Background: an optimization exercise with open tools, aiming at small area. Do not read the settings as production practice. Where RTL was checked, it was by simulation tests only, not by an equivalence proof against the original. The clock port is modelled as an ideal driver, which makes a skipped or thinned clock tree look cheaper than it is; a real chip needs a root buffer or a tree. No activity file was given, so power comes from the tool's default toggle rates.

// MISR_golden_sign
module MISR_golden_sign(
    input clk,
    input reset,
    output reg [73:0] MISR
    );
export LEC_CHECK = 0
export CAP_MARGIN = 20
export CORE_MARGIN = 2
export CORE_UTILIZATION = 70
export GPL_TIMING_DRIVEN = 0
export SLEW_MARGIN = 20
export SYNTH_HIERARCHICAL = 1
create_clock -name core_clock -period 5.5 [get_ports {clk}]
standard.sh (not shown) runs the stock make flow with config.mk's settings and CLKGATE_MAP_FILE= SYNTH_SCRIPT=/design/flow/synth_recipe.tcl, a recipe that flattens the netlist after the stock synthesis.
==> flow/flow/run.sh <==
#!/bin/bash
# The standard ORFS layout (standard.sh) with these changes:
#  - port buffers are buf_1 cells (BUFFER_PORTS_ARGS); every port is still buffered;
#  - the clock tree is one level of MANUAL_CTS_N clock buffers, each driving a
#    balanced group of flip-flops (flow/cts_manual.tcl, sourced as PRE_CTS_TCL).
# ORFS's own logs stay under orfs/logs/; make's output goes to standard.log.
set -uo pipefail
bash standard.sh \
  "BUFFER_PORTS_ARGS=-buffer_cell sky130_fd_sc_hd__buf_1" \
  "REMOVE_ABC_BUFFERS=1" \
  "PRE_CTS_TCL=$PWD/flow/cts_manual.tcl" \
  "MANUAL_CTS_BUF=sky130_fd_sc_hd__clkbuf_16" \
  "MANUAL_CTS_N=4" \
  finish > standard.log 2>&1
Other scripts of this flow, unchanged in this note and not shown: flow/flow/cts_manual.tcl
==> next run, changes <==
--- a/flow/design.v
+++ b/flow/design.v
@@ -174,49 +174,53 @@
     bist_ha u_s137 (.x(c136), .y(s67), .s(s137), .c(c138));
     wire s139, c140;
     bist_ha u_s139 (.x(c138), .y(s75), .s(s139), .c(c140));
     wire s141, c142;
     bist_ha u_s141 (.x(c140), .y(s85), .s(s141), .c(c142));
     wire s143, c144;
     bist_ha u_s143 (.x(c142), .y(s95), .s(s143), .c(c144));
     wire s145, c146;
     bist_ha u_s145 (.x(c144), .y(s103), .s(s145), .c(c146));
     wire s147, c148;
     bist_fa u_s147 (.x(s111), .y(c104), .z(c146), .s(s147), .c(c148));
     wire s149, c150;
-    bist_fa u_s149 (.x(s119), .y(c112), .z(c148), .s(s149), .c(c150));
-    wire s151, c152;
-    bist_ha u_s151 (.x(c120), .y(s125), .s(s151), .c(c152));
-    wire s153 = s151 ^ c150;
-    wire s154, c155;
-    bist_ha u_s154 (.x(c126), .y(s127), .s(s154), .c(c155));
-    wire cy156 = c152 | (s151 & c150);
-    wire s157 = s154 ^ cy156;
-    wire G158 = c155 | (s154 & c152);
-    wire P159 = s154 & s151;
-    wire s160, c161;
-    bist_ha u_s160 (.x(s129), .y(c128), .s(s160), .c(c161));
-    wire cy162 = G158 | (P159 & c150);
-    wire s163 = s160 ^ cy162;
-    wire G164 = c161 | (s160 & G158);
-    wire P165 = s160 & P159;
-    wire s166, c167;
-    bist_ha u_s166 (.x(pp32), .y(c130), .s(s166), .c(c167));
-    wire cy168 = G164 | (P165 & c150);
-    wire s169 = s166 ^ cy168;
-    wire G170 = c167 | (s166 & G164);
-    wire P171 = s166 & P165;
-    wire cy172 = G170 | (P171 & c150);
-    wire s173 = cy172;
-    wire [15:0] p = {s173, s169, s163, s157, s153, s149, s147, s145, s143, s141, s139, s137, s135, s133, s131, pp1};
+    bist_ha u_s149 (.x(s119), .y(c112), .s(s149), .c(c150));
+    wire s151 = s149 ^ c148;
+    wire s152, c153;
+    bist_ha u_s152 (.x(c120), .y(s125), .s(s152), .c(c153));
+    wire cy154 = c150 | (s149 & c148);
+    wire s155 = s152 ^ cy154;
+    wire G156 = c153 | (s152 & c150);
+    wire P157 = s152 & s149;
+    wire s158, c159;
+    bist_ha u_s158 (.x(c126), .y(s127), .s(s158), .c(c159));
+    wire cy160 = G156 | (P157 & c148);
+    wire s161 = s158 ^ cy160;
+    wire G162 = c159 | (s158 & G156);
+    wire P163 = s158 & P157;
+    wire s164, c165;
+    bist_ha u_s164 (.x(s129), .y(c128), .s(s164), .c(c165));
+    wire cy166 = G162 | (P163 & c148);
+    wire s167 = s164 ^ cy166;
+    wire G168 = c165 | (s164 & G162);
+    wire P169 = s164 & P163;
+    wire s170, c171;
+    bist_ha u_s170 (.x(pp32), .y(c130), .s(s170), .c(c171));
+    wire cy172 = G168 | (P169 & c148);
+    wire s173 = s170 ^ cy172;
+    wire G174 = c171 | (s170 & G168);
+    wire P175 = s170 & P169;
+    wire cy176 = G174 | (P175 & c148);
+    wire s177 = cy176;
+    wire [15:0] p = {s177, s173, s167, s161, s155, s151, s147, s145, s143, s141, s139, s137, s135, s133, s131, pp1};
     wire [7:0] xr = a ^ b;
     wire [7:0] xnr = ~xr;
     wire [7:0] nd = ~(a & b);
     wire [7:0] ll = a << 2;
     wire [7:0] lr = a >> 2;
     wire [73:0] r = {s, cs[8], d, ~cd[8], p, xr, xnr, nd, ll, lr};
     wire fb = MISR[73];
     wire [73:0] nxt = {MISR[72:0], fb} ^ r ^ {fb, 2'b00, fb, fb, 69'd0};
     always @(posedge clk) begin
         if (reset | ~t[2])
             MISR <= 74'd0;
         else
Global-route usage is higher by 0.50 points.
Total power increases by 0.42%.
Via count drops by 0.91%.
Design area drops by 1.4%.
Die area increases by 0.37%.
Register-to-register slack gains 90 ps.
Setup slack improved by 93 ps.
Critical path depth went down by 1.
No run of this note included a check of the RTL's function; only the layout flow was run. In every run of this note, the design's own scripts or RTL, not TritonCTS, make the clock network.

---

run a:
Another version of the RTL of MISR_golden_sign (not shown whole).
Size in the first run: roughly 410 cells after synthesis, ~86 flip-flops, roughly 76 I/O pins, roughly 4500 um^2 of cells after synthesis.
clock: 5.5 ns
lec_check: 0
cap_margin: 20
core_margin: 2
core_utilization: 70
gpl_timing_driven: 0
slew_margin: 20
synth_hierarchical: 1
==> flow/flow/cts_manual.tcl <==
# Sourced by ORFS's cts.tcl before its clock tree synthesis (PRE_CTS_TCL).
# Replaces clock_tree_synthesis with a one-level clock tree: the flip-flops
# are split into MANUAL_CTS_N balanced groups by position (halves by x, then
# halves by y), and one clock buffer at each group's centroid drives that
# group's clock pins. The clock port drives only these buffers.
rename clock_tree_synthesis orfs_clock_tree_synthesis

proc cts_split {pins axis} {
  set keyed {}
  foreach p $pins {
    lappend keyed [list [lindex $p $axis] $p]
  }
  set sorted [lsort -real -index 0 $keyed]
  set half [expr {[llength $sorted] / 2}]
  set a {}
  set b {}
  set i 0
  foreach kp $sorted {
    if {$i < $half} { lappend a [lindex $kp 1] } else { lappend b [lindex $kp 1] }
    incr i
  }
  return [list $a $b]
}

proc clock_tree_synthesis {args} {
  set block [ord::get_db_block]
  set dbu [$block getDbUnitsPerMicron]
  set net [$block findNet clk]
  # each pin: {x y iterm}
  set pins {}
  foreach it [$net getITerms] {
    set box [[$it getInst] getBBox]
    lappend pins [list [expr {([$box xMin] + [$box xMax]) / 2.0 / $dbu}] \
                      [expr {([$box yMin] + [$box yMax]) / 2.0 / $dbu}] $it]
  }
  set groups [list $pins]
  set axis 0
  while {[llength $groups] < $::env(MANUAL_CTS_N)} {
    set next {}
    foreach g $groups {
      foreach h [cts_split $g $axis] { lappend next $h }
    }
    set groups $next
    set axis [expr {1 - $axis}]
  }
  set k 0
  foreach g $groups {
    set sx 0.0
    set sy 0.0
    set loads {}
    foreach p $g {
      set sx [expr {$sx + [lindex $p 0]}]
      set sy [expr {$sy + [lindex $p 1]}]
      set it [lindex $p 2]
      lappend loads [get_pins "[[$it getInst] getName]/[[$it getMTerm] getName]"]
    }
    set n [llength $g]
    set cx [expr {$sx / $n}]
    set cy [expr {$sy / $n}]
    puts "manual CTS: group $k, $n clock pins, buffer at ($cx, $cy)"
    insert_buffer -net clk -load_pins $loads -buffer_cell $::env(MANUAL_CTS_BUF) \
      -location [list $cx $cy] -buffer_name clkbuf_m$k -net_name clknet_m$k
    incr k
  }
  foreach it [[$block findNet clk] getITerms] {
    set buf [$it getInst]
    set out [[$buf findITerm X] getNet]
    $out setSigType CLOCK
    puts "manual CTS: [$buf getName] drives [$out getName] ([llength [$out getITerms]] pins)"
  }
  set_propagated_clock [all_clocks]
}
Scripts as last shown in full above: flow/flow/run.sh
Run a finished every stage; the final checks, however, were not passed, the failures being negative setup slack.
Input-level comparison between run b and run a:
--- a/flow/design.v
+++ b/flow/design.v
@@ -1,28 +1,28 @@
 module bist_fa(input x, input y, input z, output s, output c);
     assign {c, s} = {1'b0, x} + {1'b0, y} + {1'b0, z};
 endmodule
 module bist_ha(input x, input y, output s, output c);
     assign {c, s} = {1'b0, x} + {1'b0, y};
 endmodule
 module MISR_golden_sign(
     input clk,
     input reset,
     output reg [73:0] MISR
     );
     reg [7:0] xn;
-    reg [3:1] t;
-    reg m;
+    reg [4:1] t;
     wire [7:0] x = ~xn;
     wire inj = t[2] & ~t[3];
+    wire m = x[0] & t[4];
     wire [7:0] a = x;
     wire [7:0] b = {m, x[7], x[6], x[5] ^ m, x[4] ^ m, x[3], x[2], x[1] ^ m};
     wire [8:1] csn, cdn;
     wire [7:1] sn, dn;
     wire [7:0] s, d;
     assign s[0] = a[0] ^ b[0];
     assign csn[1] = ~(a[0] & b[0]);
     assign d[0] = a[0] ^ b[0];
     assign cdn[1] = ~a[0] & b[0];
     genvar i;
     generate
         for (i = 1; i < 8; i = i + 1) begin : rc
@@ -174,59 +174,65 @@
     bist_ha u_s137 (.x(c136), .y(s67), .s(s137), .c(c138));
     wire s139, c140;
     bist_ha u_s139 (.x(c138), .y(s75), .s(s139), .c(c140));
     wire s141, c142;
     bist_ha u_s141 (.x(c140), .y(s85), .s(s141), .c(c142));
     wire s143, c144;
     bist_ha u_s143 (.x(c142), .y(s95), .s(s143), .c(c144));
     wire s145, c146;
     bist_ha u_s145 (.x(c144), .y(s103), .s(s145), .c(c146));
     wire s147, c148;
     bist_fa u_s147 (.x(s111), .y(c104), .z(c146), .s(s147), .c(c148));
     wire s149, c150;
-    bist_fa u_s149 (.x(s119), .y(c112), .z(c148), .s(s149), .c(c150));
-    wire s151, c152;
-    bist_fa u_s151 (.x(c120), .y(s125), .z(c150), .s(s151), .c(c152));
-    wire s153, c154;
-    bist_ha u_s153 (.x(c126), .y(s127), .s(s153), .c(c154));
-    wire s155 = s153 ^ c152;
-    wire s156, c157;
-    bist_ha u_s156 (.x(s129), .y(c128), .s(s156), .c(c157));
-    wire cy158 = c154 | (s153 & c152);
-    wire s159 = s156 ^ cy158;
-    wire G160 = c157 | (s156 & c154);
-    wire P161 = s156 & s153;
-    wire s162, c163;
-    bist_ha u_s162 (.x(pp32), .y(c130), .s(s162), .c(c163));
-    wire cy164 = G160 | (P161 & c152);
-    wire s165 = s162 ^ cy164;
-    wire G166 = c163 | (s162 & G160);
-    wire P167 = s162 & P161;
-    wire cy168 = G166 | (P167 & c152);
-    wire s169 = cy168;
-    wire [15:0] p = {s169, s165, s159, s155, s151, s149, s147, s145, s143, s141, s139, s137, s135, s133, s131, pp1};
+    bist_ha u_s149 (.x(s119), .y(c112), .s(s149), .c(c150));
+    wire s151 = s149 ^ c148;
+    wire s152, c153;
+    bist_ha u_s152 (.x(c120), .y(s125), .s(s152), .c(c153));
+    wire cy154 = c150 | (s149 & c148);
+    wire s155 = s152 ^ cy154;
+    wire G156 = c153 | (s152 & c150);
+    wire P157 = s152 & s149;
+    wire s158, c159;
+    bist_ha u_s158 (.x(c126), .y(s127), .s(s158), .c(c159));
+    wire cy160 = G156 | (P157 & c148);
+    wire s161 = s158 ^ cy160;
+    wire G162 = c159 | (s158 & G156);
+    wire P163 = s158 & P157;
+    wire s164, c165;
+    bist_ha u_s164 (.x(s129), .y(c128), .s(s164), .c(c165));
+    wire cy166 = G162 | (P163 & c148);
+    wire s167 = s164 ^ cy166;
+    wire G168 = c165 | (s164 & G162);
+    wire P169 = s164 & P163;
+    wire s170, c171;
+    bist_ha u_s170 (.x(pp32), .y(c130), .s(s170), .c(c171));
+    wire cy172 = G168 | (P169 & c148);
+    wire s173 = s170 ^ cy172;
+    wire G174 = c171 | (s170 & G168);
+    wire P175 = s170 & P169;
+    wire cy176 = G174 | (P175 & c148);
+    wire s177 = cy176;
+    wire [15:0] p = {s177, s173, s167, s161, s155, s151, s147, s145, s143, s141, s139, s137, s135, s133, s131, pp1};
     wire [7:0] xr = a ^ b;
     wire [7:0] xnr = ~xr;
     wire [7:0] nd = ~(a & b);
     wire [7:0] ll = a << 2;
     wire [7:0] lr = a >> 2;
     wire [73:0] r = {s, cs[8], d, ~cd[8], p, xr, xnr, nd, ll, lr};
     wire fb = MISR[73];
     wire [73:0] nxt = {MISR[72:0], fb} ^ r ^ {fb, 2'b00, fb, fb, 69'd0};
     always @(posedge clk) begin
         if (reset | ~t[2])
             MISR <= 74'd0;
         else
             MISR <= nxt;
     end
     always @(posedge clk) begin
         if (reset) begin
             xn <= 8'hff;
-            t <= 3'd0;
-            m <= 1'b0;
+            t <= 4'd0;
         end else begin
             xn <= ~{x[6], x[5], x[4] ^ x[7], x[3] ^ x[7], x[2], x[1], x[0] ^ x[7], x[7] | inj};
-            t <= {t[2:1], 1'b1};
-            m <= x[7] & t[3];
+            t <= {t[3:1], 1'b1};
         end
     end
 endmodule
## What came out
Per the final summary, run b finished and its layout is clean on timing, DRC and antenna.
The leakage dissipation in run b sits 0.000018 uW above the value recorded for run a.
Final critical-path setup slack (run b over run a): increase, 200 ps
Run a consumes less power than run b.
Die area ends up lower on run a.
| layout overhead on the synthesized area | lower: run b |
Going from run a to run b, minimum period implied by the final worst setup slack now smaller; number of placed cells counting well taps rose by 10.
On fraction of standard cell area in multi-input logic: between run a and run b, it ends up higher for run b.
Diff run a -> run b | via count | increase of about 5%
Measured against each other, run a and run b differ in sequential share of layout area, the lower figure coming from run a.
The RTL of run a was laid out without a check of its function. In every run of this note, the design's own scripts or RTL, not TritonCTS, make the clock network.

[port drivers added, routing unchanged]
No port has a modelled driver above. Below, the same layouts with a new extraction and two added sets of constraints.
Step 1 sets driving cells, clkbuf_16 on the clock port and buf_2 on the other inputs (assumed; they add their load-dependent delay and slew).
Step 2, shift: input delay + t, output delay - t, t = (earliest + latest rising clock arrival at the registers) / 2. This alone moves slack from input paths to output paths.
a / b / c = ideal / step 1 / step 2; a / b = the first two.
run | shift t [ns] | slack for setup (ns) | latest minus earliest clock arrival (ns) | worst slew at a driven data input, ns
the first run of note 1 | 0.222 | 0.175 / 0.175 / 0.175 | 0.005 / 0.005 | 0.03
the second run of note 1 | 0.228 | 0.268 / 0.268 / 0.268 | 0.013 / 0.013 | 0.03
run a | 0.226 | -0.026 / -0.026 / -0.026 | 0.010 / 0.009 | 0.03
run b | 0.227 | 0.174 / 0.174 / 0.174 | 0.006 / 0.007 | 0.03
